Context: an optimization exercise on an open-source flow, tuned for small area, a short achievable clock period and few clock cycles. The choices shown serve that exercise and are no tape-out recipe. Only simulation tests tie the RTL to the original design; equivalence was not proved. No activity file was given, so power comes from the tool's default toggle rates.

### flow/design.v
module TPU(
    clk,
    rst_n,
    in_valid,
    K,
    M,
    N,
    busy,
    A_wr_en,
    A_index,
    A_data_in,
    A_data_out,
    B_wr_en,
    B_index,
    B_data_in,
    B_data_out,
    C_wr_en,
    C_index,
    C_data_in,
    C_data_out
);
input clk;
input rst_n;
input            in_valid;
input [7:0]      K;
input [7:0]      M;
input [7:0]      N;
output  reg      busy;
output           A_wr_en;
output [15:0]    A_index;
output [31:0]    A_data_in;
input  [31:0]    A_data_out;
output           B_wr_en;
output [15:0]    B_index;
output [31:0]    B_data_in;
input  [31:0]    B_data_out;
output           C_wr_en;
output [15:0]    C_index;
output [127:0]   C_data_in;
input  [127:0]   C_data_out;
reg  [7:0] k_end;        
reg  [2:0] pad1;         
reg        k_one;        
reg  [5:0] mt_last;      
reg        mt_zero;      
reg  [3:0] last_rows;    
reg  [3:0] top_row;      
wire [7:0] m_dec      = M - 8'd1;
wire [7:0] n_dec      = N - 8'd1;
wire [7:0] k_dec      = K - 8'd1;
wire [5:0] mt_last_in = m_dec[7:2];                      
wire [5:0] nt_last_in = n_dec[7:2];                      
wire       m_one_tile = (M[7:3] == 5'd0) & ~(M[2] & |M[1:0]);    
wire       n_one_tile = (N[7:3] == 5'd0) & ~(N[2] & |N[1:0]);    
wire       k_small    = (K[7:2] == 6'd0);                
wire [7:0] k_end_in   = k_small ? 8'd3 : k_dec;
always @(posedge clk) begin
    if (in_valid) begin
        k_end     <= k_end_in;
        pad1      <= k_small ? 3'd5 - {1'b0, K[1:0]} : 3'd1;
        k_one     <= (K == 8'd1);
        mt_last   <= mt_last_in;
        mt_zero   <= m_one_tile;
        case (M[1:0])
            2'd1:    begin last_rows <= 4'b0001; top_row <= 4'b0001; end
            2'd2:    begin last_rows <= 4'b0011; top_row <= 4'b0010; end
            2'd3:    begin last_rows <= 4'b0111; top_row <= 4'b0100; end
            default: begin last_rows <= 4'b1111; top_row <= 4'b1000; end
        endcase
    end
end
reg        issuing;
reg  [7:0] kd;           
reg  [5:0] id, jd;       
reg        f_te;         
reg        f_k0;         
reg        f_kv;         
reg        f_kl;         
reg        f_ie;         
reg        f_je;         
reg [13:0] a_addr, b_addr, b_base;
always @(posedge clk or negedge rst_n) begin
    if (!rst_n)                          issuing <= 1'b0;
    else if (in_valid)                   issuing <= 1'b1;
    else if (f_te & f_ie & f_je)         issuing <= 1'b0;
end
always @(posedge clk) begin
    if (in_valid) begin
        kd     <= k_end_in;
        id     <= mt_last_in;
        jd     <= nt_last_in;
        f_te   <= 1'b0;
        f_k0   <= 1'b1;
        f_kv   <= 1'b1;
        f_kl   <= (K == 8'd1);
        f_ie   <= m_one_tile;
        f_je   <= n_one_tile;
        a_addr <= 14'd0;
        b_addr <= 14'd0;
        b_base <= 14'd0;
    end else if (issuing) begin
        f_k0 <= f_te;
        if (f_te) begin
            kd   <= k_end;
            f_te <= 1'b0;
            f_kv <= 1'b1;
            f_kl <= k_one;
            if (f_ie) begin
                id     <= mt_last;
                f_ie   <= mt_zero;
                jd     <= jd - 6'd1;
                f_je   <= (jd == 6'd1);
                a_addr <= 14'd0;
                b_base <= b_addr + {13'd0, f_kv};
                b_addr <= b_addr + {13'd0, f_kv};
            end else begin
                id     <= id - 6'd1;
                f_ie   <= (id == 6'd1);
                a_addr <= a_addr + {13'd0, f_kv};
                b_addr <= b_base;
            end
        end else begin
            kd   <= kd - 8'd1;
            f_te <= (kd == 8'd1);
            f_kv <= (kd >= {5'd0, pad1});
            f_kl <= (kd == {5'd0, pad1});
            if (f_kv) begin
                a_addr <= a_addr + 14'd1;
                b_addr <= b_addr + 14'd1;
            end
        end
    end
end
assign A_wr_en   = 1'b0;
assign A_data_in = 32'd0;
assign B_wr_en   = 1'b0;
assign B_data_in = 32'd0;
assign A_index   = {2'd0, a_addr};
assign B_index   = {2'd0, b_addr};
wire       iss_v   = issuing & f_kv;
wire       iss_clr = issuing & f_k0;
wire       iss_wr  = iss_v & f_kl;
wire [3:0] wmask   = f_ie ? last_rows : 4'hF;
wire [3:0] fmask   = (f_ie & f_je) ? top_row : 4'h0;
reg  [31:0] a_q, b_q;
always @(posedge clk) begin
    a_q <= A_data_out & {32{iss_v}};
    b_q <= B_data_out;
end
reg  [31:0] b_d [1:3];
reg  [7:0]  a1_d1, a2_d1, a2_d2, a3_d1, a3_d2, a3_d3;
always @(posedge clk) begin
    b_d[1] <= b_q;
    b_d[2] <= b_d[1];
    b_d[3] <= b_d[2];
    a1_d1  <= a_q[23:16];
    a2_d1  <= a_q[15:8];
    a2_d2  <= a2_d1;
    a3_d1  <= a_q[7:0];
    a3_d2  <= a3_d1;
    a3_d3  <= a3_d2;
end
wire [7:0]  a_row [0:3];
wire [31:0] b_row [0:3];
assign a_row[0] = a_q[31:24];
assign a_row[1] = a1_d1;
assign a_row[2] = a2_d2;
assign a_row[3] = a3_d3;
assign b_row[0] = b_q;
assign b_row[1] = b_d[1];
assign b_row[2] = b_d[2];
assign b_row[3] = b_d[3];
reg        clr_d [0:3][0:2];
reg        clr_c [0:3];
reg  [4:0] wr_d [0:3];
reg  [4:0] fin_d [0:3];
wire [3:0] wr_row, fin_row;
always @(posedge clk) begin
    clr_d[1][0] <= iss_clr;
    clr_d[2][0] <= iss_clr;
    clr_d[2][1] <= clr_d[2][0];
    clr_d[3][0] <= iss_clr;
    clr_d[3][1] <= clr_d[3][0];
    clr_d[3][2] <= clr_d[3][1];
    clr_c[0]    <= iss_clr;
    clr_c[1]    <= clr_d[1][0];
    clr_c[2]    <= clr_d[2][1];
    clr_c[3]    <= clr_d[3][2];
end
genvar r, c;
generate
    for (r = 0; r < 4; r = r + 1) begin : flag
        always @(posedge clk or negedge rst_n) begin
            if (!rst_n) begin
                wr_d[r]  <= 5'd0;
                fin_d[r] <= 5'd0;
            end else begin
                wr_d[r]  <= {wr_d[r][3:0], iss_wr & wmask[r]};
                fin_d[r] <= {fin_d[r][3:0], iss_wr & fmask[r]};
            end
        end
        assign wr_row[r]  = wr_d[r][r+1];
        assign fin_row[r] = fin_d[r][r+1];
    end
endgenerate
wire [23:0] acc_x [0:3][0:3];
wire [23:0] acc_y [0:3][0:3];
generate
    for (r = 0; r < 4; r = r + 1) begin : row
        for (c = 0; c < 4; c = c + 1) begin : pe
            TPU_mac mac (
                .clk (clk),
                .clr (clr_c[r]),
                .a   (a_row[r]),
                .b   (b_row[r][31-8*c -: 8]),
                .x   (acc_x[r][c]),
                .y   (acc_y[r][c])
            );
        end
    end
endgenerate
reg [23:0] out_q [0:3];
reg [3:0]  sel;
always @(posedge clk) sel <= {wr_d[3][3], wr_d[2][2], wr_d[1][1], wr_d[0][0]};
reg        wr_q, fin_q;
reg [13:0] c_addr;
generate
    for (c = 0; c < 4; c = c + 1) begin : cout
        wire [23:0] sx = ({24{sel[0]}} & acc_x[0][c]) | ({24{sel[1]}} & acc_x[1][c])
                       | ({24{sel[2]}} & acc_x[2][c]) | ({24{sel[3]}} & acc_x[3][c]);
        wire [23:0] sy = ({24{sel[0]}} & acc_y[0][c]) | ({24{sel[1]}} & acc_y[1][c])
                       | ({24{sel[2]}} & acc_y[2][c]) | ({24{sel[3]}} & acc_y[3][c]);
        always @(posedge clk) out_q[c] <= sx + sy;
        assign C_data_in[127-32*c -: 32] = {8'd0, out_q[c]};
    end
endgenerate
always @(posedge clk or negedge rst_n) begin
    if (!rst_n) begin
        wr_q  <= 1'b0;
        fin_q <= 1'b0;
    end else begin
        wr_q  <= |wr_row;
        fin_q <= |fin_row;
    end
end
always @(posedge clk or negedge rst_n) begin
    if (!rst_n)         c_addr <= 14'd0;
    else if (in_valid)  c_addr <= 14'd0;
    else if (wr_q)      c_addr <= c_addr + 14'd1;
end
assign C_wr_en = wr_q;
assign C_index = {2'd0, c_addr};
always @(posedge clk or negedge rst_n) begin
    if (!rst_n)          busy <= 1'b0;
    else if (in_valid)   busy <= 1'b1;
    else if (fin_q)      busy <= 1'b0;
end
endmodule
module TPU_mac (
    input             clk,
    input             clr,
    input      [7:0]  a,
    input      [7:0]  b,
    output     [23:0] x,
    output     [23:0] y
);
reg  [23:0] xr;
reg  [23:0] yr;
wire [23:0] xc = xr & {24{~clr}};
wire [23:0] yfull;
assign yfull[0] = yr[0];
assign yfull[1] = yr[1];
assign yfull[2] = yr[2];
assign yfull[3] = yr[3];
assign yfull[4] = yr[4];
assign yfull[5] = yr[5];
assign yfull[6] = yr[6];
assign yfull[7] = yr[7];
assign yfull[8] = yr[8];
assign yfull[9] = yr[9];
assign yfull[10] = yr[10];
assign yfull[11] = yr[11];
assign yfull[12] = yr[12];
assign yfull[13] = yr[13];
assign yfull[14] = yr[14];
assign yfull[15] = yr[15];
assign yfull[16] = yr[16];
assign yfull[17] = yr[17];
assign yfull[18] = yr[18];
assign yfull[19] = yr[19];
assign yfull[20] = yr[20];
assign yfull[21] = yr[21];
assign yfull[22] = yr[22];
assign yfull[23] = yr[23];
wire [23:0] yc = yfull & {24{~clr}};
wire p0_0 = a[0] & b[0];
wire p0_1 = a[0] & b[1];
wire p0_2 = a[0] & b[2];
wire p0_3 = a[0] & b[3];
wire p0_4 = a[0] & b[4];
wire p0_5 = a[0] & b[5];
wire p0_6 = a[0] & b[6];
wire p0_7 = a[0] & b[7];
wire p1_0 = a[1] & b[0];
wire p1_1 = a[1] & b[1];
wire p1_2 = a[1] & b[2];
wire p1_3 = a[1] & b[3];
wire p1_4 = a[1] & b[4];
wire p1_5 = a[1] & b[5];
wire p1_6 = a[1] & b[6];
wire p1_7 = a[1] & b[7];
wire p2_0 = a[2] & b[0];
wire p2_1 = a[2] & b[1];
wire p2_2 = a[2] & b[2];
wire p2_3 = a[2] & b[3];
wire p2_4 = a[2] & b[4];
wire p2_5 = a[2] & b[5];
wire p2_6 = a[2] & b[6];
wire p2_7 = a[2] & b[7];
wire p3_0 = a[3] & b[0];
wire p3_1 = a[3] & b[1];
wire p3_2 = a[3] & b[2];
wire p3_3 = a[3] & b[3];
wire p3_4 = a[3] & b[4];
wire p3_5 = a[3] & b[5];
wire p3_6 = a[3] & b[6];
wire p3_7 = a[3] & b[7];
wire p4_0 = a[4] & b[0];
wire p4_1 = a[4] & b[1];
wire p4_2 = a[4] & b[2];
wire p4_3 = a[4] & b[3];
wire p4_4 = a[4] & b[4];
wire p4_5 = a[4] & b[5];
wire p4_6 = a[4] & b[6];
wire p4_7 = a[4] & b[7];
wire p5_0 = a[5] & b[0];
wire p5_1 = a[5] & b[1];
wire p5_2 = a[5] & b[2];
wire p5_3 = a[5] & b[3];
wire p5_4 = a[5] & b[4];
wire p5_5 = a[5] & b[5];
wire p5_6 = a[5] & b[6];
wire p5_7 = a[5] & b[7];
wire p6_0 = a[6] & b[0];
wire p6_1 = a[6] & b[1];
wire p6_2 = a[6] & b[2];
wire p6_3 = a[6] & b[3];
wire p6_4 = a[6] & b[4];
wire p6_5 = a[6] & b[5];
wire p6_6 = a[6] & b[6];
wire p6_7 = a[6] & b[7];
wire p7_0 = a[7] & b[0];
wire p7_1 = a[7] & b[1];
wire p7_2 = a[7] & b[2];
wire p7_3 = a[7] & b[3];
wire p7_4 = a[7] & b[4];
wire p7_5 = a[7] & b[5];
wire p7_6 = a[7] & b[6];
wire p7_7 = a[7] & b[7];
wire t1 = p0_0 ^ xc[0];
wire t2 = p0_0 & xc[0];
wire t3 = p0_1 ^ p1_0 ^ xc[1];
wire t4 = (p0_1 & p1_0) | (p0_1 & xc[1]) | (p1_0 & xc[1]);
wire t5 = yc[1] ^ t2;
wire t6 = yc[1] & t2;
wire t7 = p0_2 ^ p1_1 ^ p2_0;
wire t8 = (p0_2 & p1_1) | (p0_2 & p2_0) | (p1_1 & p2_0);
wire t9 = xc[2] ^ yc[2] ^ t7;
wire t10 = (xc[2] & yc[2]) | (xc[2] & t7) | (yc[2] & t7);
wire t11 = t4 ^ t6;
wire t12 = t4 & t6;
wire t13 = p0_3 ^ p1_2 ^ p2_1;
wire t14 = (p0_3 & p1_2) | (p0_3 & p2_1) | (p1_2 & p2_1);
wire t15 = p3_0 ^ xc[3] ^ yc[3];
wire t16 = (p3_0 & xc[3]) | (p3_0 & yc[3]) | (xc[3] & yc[3]);
wire t17 = t8 ^ t13 ^ t15;
wire t18 = (t8 & t13) | (t8 & t15) | (t13 & t15);
wire t19 = t10 ^ t12;
wire t20 = t10 & t12;
wire t21 = p0_4 ^ p1_3 ^ p2_2;
wire t22 = (p0_4 & p1_3) | (p0_4 & p2_2) | (p1_3 & p2_2);
wire t23 = p3_1 ^ p4_0 ^ xc[4];
wire t24 = (p3_1 & p4_0) | (p3_1 & xc[4]) | (p4_0 & xc[4]);
wire t25 = yc[4] ^ t14 ^ t21;
wire t26 = (yc[4] & t14) | (yc[4] & t21) | (t14 & t21);
wire t27 = t16 ^ t23 ^ t25;
wire t28 = (t16 & t23) | (t16 & t25) | (t23 & t25);
wire t29 = t18 ^ t27;
wire t30 = t18 & t27;
wire t31 = p0_5 ^ p1_4 ^ p2_3;
wire t32 = (p0_5 & p1_4) | (p0_5 & p2_3) | (p1_4 & p2_3);
wire t33 = p3_2 ^ p4_1 ^ p5_0;
wire t34 = (p3_2 & p4_1) | (p3_2 & p5_0) | (p4_1 & p5_0);
wire t35 = xc[5] ^ yc[5] ^ t22;
wire t36 = (xc[5] & yc[5]) | (xc[5] & t22) | (yc[5] & t22);
wire t37 = t31 ^ t33 ^ t24;
wire t38 = (t31 & t33) | (t31 & t24) | (t33 & t24);
wire t39 = t26 ^ t35 ^ t37;
wire t40 = (t26 & t35) | (t26 & t37) | (t35 & t37);
wire t41 = t28 ^ t39;
wire t42 = t28 & t39;
wire t43 = p0_6 ^ p1_5 ^ p2_4;
wire t44 = (p0_6 & p1_5) | (p0_6 & p2_4) | (p1_5 & p2_4);
wire t45 = p3_3 ^ p4_2 ^ p5_1;
wire t46 = (p3_3 & p4_2) | (p3_3 & p5_1) | (p4_2 & p5_1);
wire t47 = p6_0 ^ xc[6] ^ yc[6];
wire t48 = (p6_0 & xc[6]) | (p6_0 & yc[6]) | (xc[6] & yc[6]);
wire t49 = t32 ^ t34 ^ t43;
wire t50 = (t32 & t34) | (t32 & t43) | (t34 & t43);
wire t51 = t45 ^ t47 ^ t36;
wire t52 = (t45 & t47) | (t45 & t36) | (t47 & t36);
wire t53 = t49 ^ t38 ^ t51;
wire t54 = (t49 & t38) | (t49 & t51) | (t38 & t51);
wire t55 = t40 ^ t53;
wire t56 = t40 & t53;
wire t57 = p0_7 ^ p1_6 ^ p2_5;
wire t58 = (p0_7 & p1_6) | (p0_7 & p2_5) | (p1_6 & p2_5);
wire t59 = p3_4 ^ p4_3 ^ p5_2;
wire t60 = (p3_4 & p4_3) | (p3_4 & p5_2) | (p4_3 & p5_2);
wire t61 = p6_1 ^ p7_0 ^ xc[7];
wire t62 = (p6_1 & p7_0) | (p6_1 & xc[7]) | (p7_0 & xc[7]);
wire t63 = yc[7] ^ t44 ^ t46;
wire t64 = (yc[7] & t44) | (yc[7] & t46) | (t44 & t46);
wire t65 = t57 ^ t59 ^ t48;
wire t66 = (t57 & t59) | (t57 & t48) | (t59 & t48);
wire t67 = t61 ^ t50 ^ t63;
wire t68 = (t61 & t50) | (t61 & t63) | (t50 & t63);
wire t69 = t65 ^ t52 ^ t67;
wire t70 = (t65 & t52) | (t65 & t67) | (t52 & t67);
wire t71 = t54 ^ t69;
wire t72 = t54 & t69;
wire t73 = p1_7 ^ p2_6 ^ p3_5;
wire t74 = (p1_7 & p2_6) | (p1_7 & p3_5) | (p2_6 & p3_5);
wire t75 = p4_4 ^ p5_3 ^ p6_2;
wire t76 = (p4_4 & p5_3) | (p4_4 & p6_2) | (p5_3 & p6_2);
wire t77 = p7_1 ^ xc[8] ^ yc[8];
wire t78 = (p7_1 & xc[8]) | (p7_1 & yc[8]) | (xc[8] & yc[8]);
wire t79 = t58 ^ t60 ^ t73;
wire t80 = (t58 & t60) | (t58 & t73) | (t60 & t73);
wire t81 = t75 ^ t62 ^ t77;
wire t82 = (t75 & t62) | (t75 & t77) | (t62 & t77);
wire t83 = t64 ^ t79 ^ t66;
wire t84 = (t64 & t79) | (t64 & t66) | (t79 & t66);
wire t85 = t81 ^ t68 ^ t83;
wire t86 = (t81 & t68) | (t81 & t83) | (t68 & t83);
wire t87 = t70 ^ t85;
wire t88 = t70 & t85;
wire t89 = p2_7 ^ p3_6 ^ p4_5;
wire t90 = (p2_7 & p3_6) | (p2_7 & p4_5) | (p3_6 & p4_5);
wire t91 = p5_4 ^ p6_3 ^ p7_2;
wire t92 = (p5_4 & p6_3) | (p5_4 & p7_2) | (p6_3 & p7_2);
wire t93 = xc[9] ^ yc[9] ^ t74;
wire t94 = (xc[9] & yc[9]) | (xc[9] & t74) | (yc[9] & t74);
wire t95 = t76 ^ t89 ^ t91;
wire t96 = (t76 & t89) | (t76 & t91) | (t89 & t91);
wire t97 = t78 ^ t80 ^ t93;
wire t98 = (t78 & t80) | (t78 & t93) | (t80 & t93);
wire t99 = t95 ^ t82 ^ t97;
wire t100 = (t95 & t82) | (t95 & t97) | (t82 & t97);
wire t101 = t84 ^ t99 ^ t86;
wire t102 = (t84 & t99) | (t84 & t86) | (t99 & t86);
wire t103 = p3_7 ^ p4_6 ^ p5_5;
wire t104 = (p3_7 & p4_6) | (p3_7 & p5_5) | (p4_6 & p5_5);
wire t105 = p6_4 ^ p7_3 ^ xc[10];
wire t106 = (p6_4 & p7_3) | (p6_4 & xc[10]) | (p7_3 & xc[10]);
wire t107 = yc[10] ^ t90 ^ t92;
wire t108 = (yc[10] & t90) | (yc[10] & t92) | (t90 & t92);
wire t109 = t103 ^ t105 ^ t94;
wire t110 = (t103 & t105) | (t103 & t94) | (t105 & t94);
wire t111 = t107 ^ t96 ^ t109;
wire t112 = (t107 & t96) | (t107 & t109) | (t96 & t109);
wire t113 = t98 ^ t111 ^ t100;
wire t114 = (t98 & t111) | (t98 & t100) | (t111 & t100);
wire t115 = p4_7 ^ p5_6 ^ p6_5;
wire t116 = (p4_7 & p5_6) | (p4_7 & p6_5) | (p5_6 & p6_5);
wire t117 = p7_4 ^ xc[11] ^ yc[11];
wire t118 = (p7_4 & xc[11]) | (p7_4 & yc[11]) | (xc[11] & yc[11]);
wire t119 = t104 ^ t115 ^ t106;
wire t120 = (t104 & t115) | (t104 & t106) | (t115 & t106);
wire t121 = t117 ^ t108 ^ t119;
wire t122 = (t117 & t108) | (t117 & t119) | (t108 & t119);
wire t123 = t110 ^ t121 ^ t112;
wire t124 = (t110 & t121) | (t110 & t112) | (t121 & t112);
wire t125 = p5_7 ^ p6_6 ^ p7_5;
wire t126 = (p5_7 & p6_6) | (p5_7 & p7_5) | (p6_6 & p7_5);
wire t127 = xc[12] ^ yc[12] ^ t116;
wire t128 = (xc[12] & yc[12]) | (xc[12] & t116) | (yc[12] & t116);
wire t129 = t125 ^ t118 ^ t127;
wire t130 = (t125 & t118) | (t125 & t127) | (t118 & t127);
wire t131 = t120 ^ t129 ^ t122;
wire t132 = (t120 & t129) | (t120 & t122) | (t129 & t122);
wire t133 = p6_7 ^ p7_6 ^ xc[13];
wire t134 = (p6_7 & p7_6) | (p6_7 & xc[13]) | (p7_6 & xc[13]);
wire t135 = yc[13] ^ t126 ^ t133;
wire t136 = (yc[13] & t126) | (yc[13] & t133) | (t126 & t133);
wire t137 = t128 ^ t135 ^ t130;
wire t138 = (t128 & t135) | (t128 & t130) | (t135 & t130);
wire t139 = p7_7 ^ xc[14] ^ yc[14];
wire t140 = (p7_7 & xc[14]) | (p7_7 & yc[14]) | (xc[14] & yc[14]);
wire t141 = t134 ^ t139 ^ t136;
wire t142 = (t134 & t139) | (t134 & t136) | (t139 & t136);
wire t143 = xc[15] ^ yc[15] ^ t140;
wire t144 = (xc[15] & yc[15]) | (xc[15] & t140) | (yc[15] & t140);
wire t145 = xc[16] ^ yc[16];
wire t146 = xc[16] & yc[16];
wire t147 = xc[17] ^ yc[17];
wire t148 = xc[17] & yc[17];
wire t149 = xc[18] ^ yc[18];
wire t150 = xc[18] & yc[18];
wire t151 = xc[19] ^ yc[19];
wire t152 = xc[19] & yc[19];
wire t153 = xc[20] ^ yc[20];
wire t154 = xc[20] & yc[20];
wire t155 = xc[21] ^ yc[21];
wire t156 = xc[21] & yc[21];
wire t157 = xc[22] ^ yc[22];
wire t158 = xc[22] & yc[22];
wire t159 = xc[23] ^ yc[23];
wire t160 = xc[23] & yc[23];
always @(posedge clk) begin
    xr <= {t158, t156, t154, t152, t150, t148, t146, t145, t143, t141, t137, t131, t114, t113, t88, t72, t56, t42, t30, t20, t17, t9, t3, yc[0]};
    yr <= {t159, t157, t155, t153, t151, t149, t147, t144, t142, t138, t132, t124, t123, t102, t101, t87, t71, t55, t41, t29, t19, t11, t5, t1};
end
assign x = xr;
assign y = yfull;
endmodule
### flow/run.sh
#!/bin/bash
# synth_recipe.tcl (not shown) runs the flow's synth.tcl, then flattens the netlist and writes it again
# the make line also repeats each setting of config.mk as NAME=value (left out here)
make -C /OpenROAD-flow-scripts/flow DESIGN_CONFIG=/design/flow/config.mk WORK_HOME=/design/flow/orfs CLKGATE_MAP_FILE= SYNTH_SCRIPT=/design/flow/synth_recipe.tcl finish
### flow/constraint.sdc
create_clock -name core_clock -period 8.0 [get_ports {clk}]
set_input_delay 1.6000 -clock core_clock [delete_from_list [all_inputs] [get_ports {clk}]]
set_output_delay 1.6000 -clock core_clock [all_outputs]
set_load 0.01 [all_outputs]
### flow/config.mk
export PLATFORM = sky130hd
export DESIGN_NAME = TPU
export DESIGN_NICKNAME = TPU
export VERILOG_FILES = /design/flow/design.v
export SDC_FILE = /design/flow/constraint.sdc
export NUM_CORES = 4
export LEC_CHECK = 0
export CAP_MARGIN = 20
export CORE_MARGIN = 2
export CORE_UTILIZATION = 40
export SETUP_SLACK_MARGIN = 4.6
export SLEW_MARGIN = 20
==> results.sh <==
export IMPL_grt_usage_pct=23.0
export IMPL_end_kind="register"
export IMPL_fp_dieH_microns=441
export IMPL_rows=160
export IMPL_synth_edf_count=48
export IMPL_area_growth_pct=17.0
export IMPL_power_density_nw_per_um2=255
export IMPL_clockRootBuffer="clkbuf_16"
export IMPL_clk_path_buf_depth=3
export IMPL_hold_start="a3_d1[1]"
export IMPL_setup_tns_ns=0
export IMPL_worst_pin_slew_ns=0.825
export IMPL_cp_startpoint="a_q[27]"
export IMPL_cts_tree="built"
export IMPL_antenna_found_initial=33
export IMPL_maxSlewHeadroom_pct=45.0
export IMPL_via_per_inst=5.04
export IMPL_grt_pass1_vias=55500
export IMPL_vdd_drop_max_uv=188
export IMPL_path_class="register to register"
export IMPL_hold_ws_ns=0.320
export IMPL_ant_nets=0
export IMPL_finalHoldViolCount=0
export IMPL_most_common_layout_cells="1112 x inv_1, 1024 x dfxtp_1, 932 x fa_1"
export IMPL_drv_slew=0
export IMPL_dp_cells=9988
export IMPL_die_w_microns=441
export IMPL_gr_total_overflow=0
export IMPL_avgSynthCellArea_sq_um=10.2
export IMPL_clock_sinks=1219
export IMPL_ys_ff_latch=1219
export IMPL_start_util_pct=40.2
export IMPL_ys_flop_type="dfxtp_1"
export IMPL_synth_area_sq_um=76300
export IMPL_wl_microns=223000
export IMPL_fin_worst_skew_ns=0.0282
export IMPL_grt_max_degree=79
export IMPL_ys_types=76
export IMPL_critPathArrivalTime_ns=4.07
export IMPL_crit_path_max_fanout=5
export IMPL_finalCriticalPeriod_ns=3.41
export IMPL_seq_area_frac_synth_pct=32.9
export IMPL_r2r_start="a_q[27]"
export IMPL_drtIter0Drc=3662
export IMPL_clk_pin_slew_ns=0.06
export IMPL_fin_crit_sh_pct=42.6
export IMPL_finalNonFillerCells=10400
export IMPL_vias=52400
export IMPL_fmax_mhz=293
export IMPL_die_area_sq_um=194000
export IMPL_async_flop_share_pct=3.77
export IMPL_clock_latency_ns=0.81
export IMPL_setup_worst_path_start_class="register"
export IMPL_numCtsBuffers=146
export IMPL_grt_pass1_wl_microns=339000
export IMPL_wl_per_cell_microns=21.4
export IMPL_min_path_type="register to register"
export IMPL_io_pins=463
export IMPL_maxCapViolCount=0
export IMPL_drtPass1Iterations=5
export IMPL_postCtsHoldBufs=0
export IMPL_leakagePower_nw=41.7
export IMPL_drc=0
export IMPL_cts_htree_levels=4
export IMPL_ys_warnings_count=14
export IMPL_port_buffers=230
export IMPL_coreArea_sq_um=190000
export IMPL_rsz0062_at_grt="yes"
export IMPL_nets=9373
export IMPL_finalSetupViolCount=0
export IMPL_status="complete, no violations"
export IMPL_place_congestion=0.873
export IMPL_synth_cells=7500
export IMPL_final_common_cell="inv_1"
export IMPL_worstPathRequired_ns=8.66
export IMPL_drive_above_1_share_pct=9.80
export IMPL_dp_hpwl_microns=142000
-- Yosys cell counts (all sizes together), types with 11 or more instances --
master / count / share of area, %
inv: 1141 / 5.6
a211oi: 31 / 0.31
o21bai: 11 / 0.11
buf: 123 / 1.1
nand2: 628 / 3.1
a31oi: 17 / 0.14
or3: 11 / 0.090
o21a: 16 / 0.16
edfxtp: 48 / 1.9
o21ai: 76 / 0.50
xor2: 54 / 0.62
mux2i: 16 / 0.21
dfxtp: 1125 / 30
nor2: 150 / 0.74
dfrtp: 46 / 1.5
ha: 373 / 6.1
nor3: 35 / 0.23
nand2b: 199 / 1.6
a22oi: 370 / 3.6
and2: 699 / 5.7
clkbuf: 292 / 1.4
nand3: 31 / 0.20
a21o: 38 / 0.37
and3: 47 / 0.39
fa: 1012 / 27
xnor2: 93 / 1.1
nand4: 20 / 0.16
nor2b: 558 / 4.6
a21oi: 113 / 0.75
a221oi: 21 / 0.27
-- power by group --
| group | switching [mW] | leakage, nW | internal, mW | total, mW |
|---|---|---|---|---|
| clock | 2.84 | 2.51 | 4.27 | 7.11 |
| sequential | 0.852 | 10.4 | 7.41 | 8.26 |
| combinational | 4.23 | 28.8 | 3.18 | 7.41 |
-- layer usage --
metal  global-route usage (%)  vias up  routed length (microns)
li1                         -    23700                        -
met1                     30.6    26700                    94300
met2                     37.2     1674                   103000
met3                     4.99      397                    16600
met4                     7.84       36                     8370
met5                        0        -                      238
-- layout make-up --
cell class,count,area [sq um]
inverter,1141,4280
antenna,13,32.5
sequential,1219,25300
clock buffer,189,4120
clock inverter,76,981
multi-input combinational,4828,45900
tap,2511,3140
timing repair buffer,433,5420
fill,17600,101000
-- path summary, 6_finish.rpt --
check                                    endpoint  slack [ns]  cells past startpoint
max reg2reg                row[0].pe[2].mac.yr[9]        4.59                     11
min in group asynchronous               c_addr[3]        0.89                      2
max                        row[0].pe[2].mac.yr[9]        4.59                     11
min reg2reg                              a3_d2[1]        0.32                      0
min                                      a3_d2[1]        0.32                      0
max in group asynchronous                 issuing        6.68                      2
-- state kept, by name, summed over array words and instances (netlist names), 32 cells and up --
register       cells
out_q             96
a_q               32
b_q               32
b_d               96
row.pe.mac.xr    384
row.pe.mac.yr    384
-- timing repair --
action,CTS,global route
cloned,26,7
setup buffers,80,31
pin swaps,57,114
endpoints found under the setup margin,313,109
resized for setup,350,197
-- stage by stage --
step / power (mW) / area [sq um] / util (%) / setup slack (ns)
finish: 22.8 / 89200 / 47.0 / 4.59
global route: 24.6 / 89200 / 47.0 / 4.50
CTS: 22.8 / 88200 / 46.5 / 4.51
detailed placement: 15.3 / 80600 / 42.5 / 3.48
global placement: 15.1 / 80600 / 42.5 / 3.52
floorplan: 13.2 / 76700 / - / 4.58
-- kinds of logic after synthesis --
logic type	count (synthesis)	synth area share (%)
buffers and inverters	1556	8.17
flip-flops	1219	32.9
other	1	0.00492
AND/OR/NAND/NOR	2420	17.3
adder cells (fa/ha/maj)	1385	32.7
XOR/XNOR	147	1.69
multiplexers	20	0.269
AO/OA/AOI/OAI	752	6.98
-- critical path, stage by stage, from the launching register on --
cell and delay [ns]:
dfxtp_4 0.40, buf_12 0.14, buf_12 0.12, nand2_4 0.05, fa_2 0.55, inv_2 0.04, fa_2 0.40, fa_1 0.54
inv_2 0.04, fa_1 0.49, inv_2 0.04, fa_1 0.47
Testbench counts, summed over its fixed seeds: cycles 122,601.

-- afterwards: timing with drivers on the ports --
How much do the figures lean on ideal ports? The routed layout below was timed once more, with nothing changed but the port constraints. Step 1 assumes that a clkbuf_16 drives the clock port and a buf_2 every other input. Step 2 also shifts input and output timing later by t, the mid clock arrival at the registers, as if the neighbouring blocks saw the same clock. a / b / c = ideal ports / drivers / drivers and shift; a / b = the first two.
t, ns: 0.885
setup slack, ns: 4.591 / 4.582 / 4.145
cell pins on the clock port's net: 1
After both steps setup and hold are still met in this run. For this run, drivers alone change the setup slack by -0.009 ns; drivers and shift together by -0.446 ns.
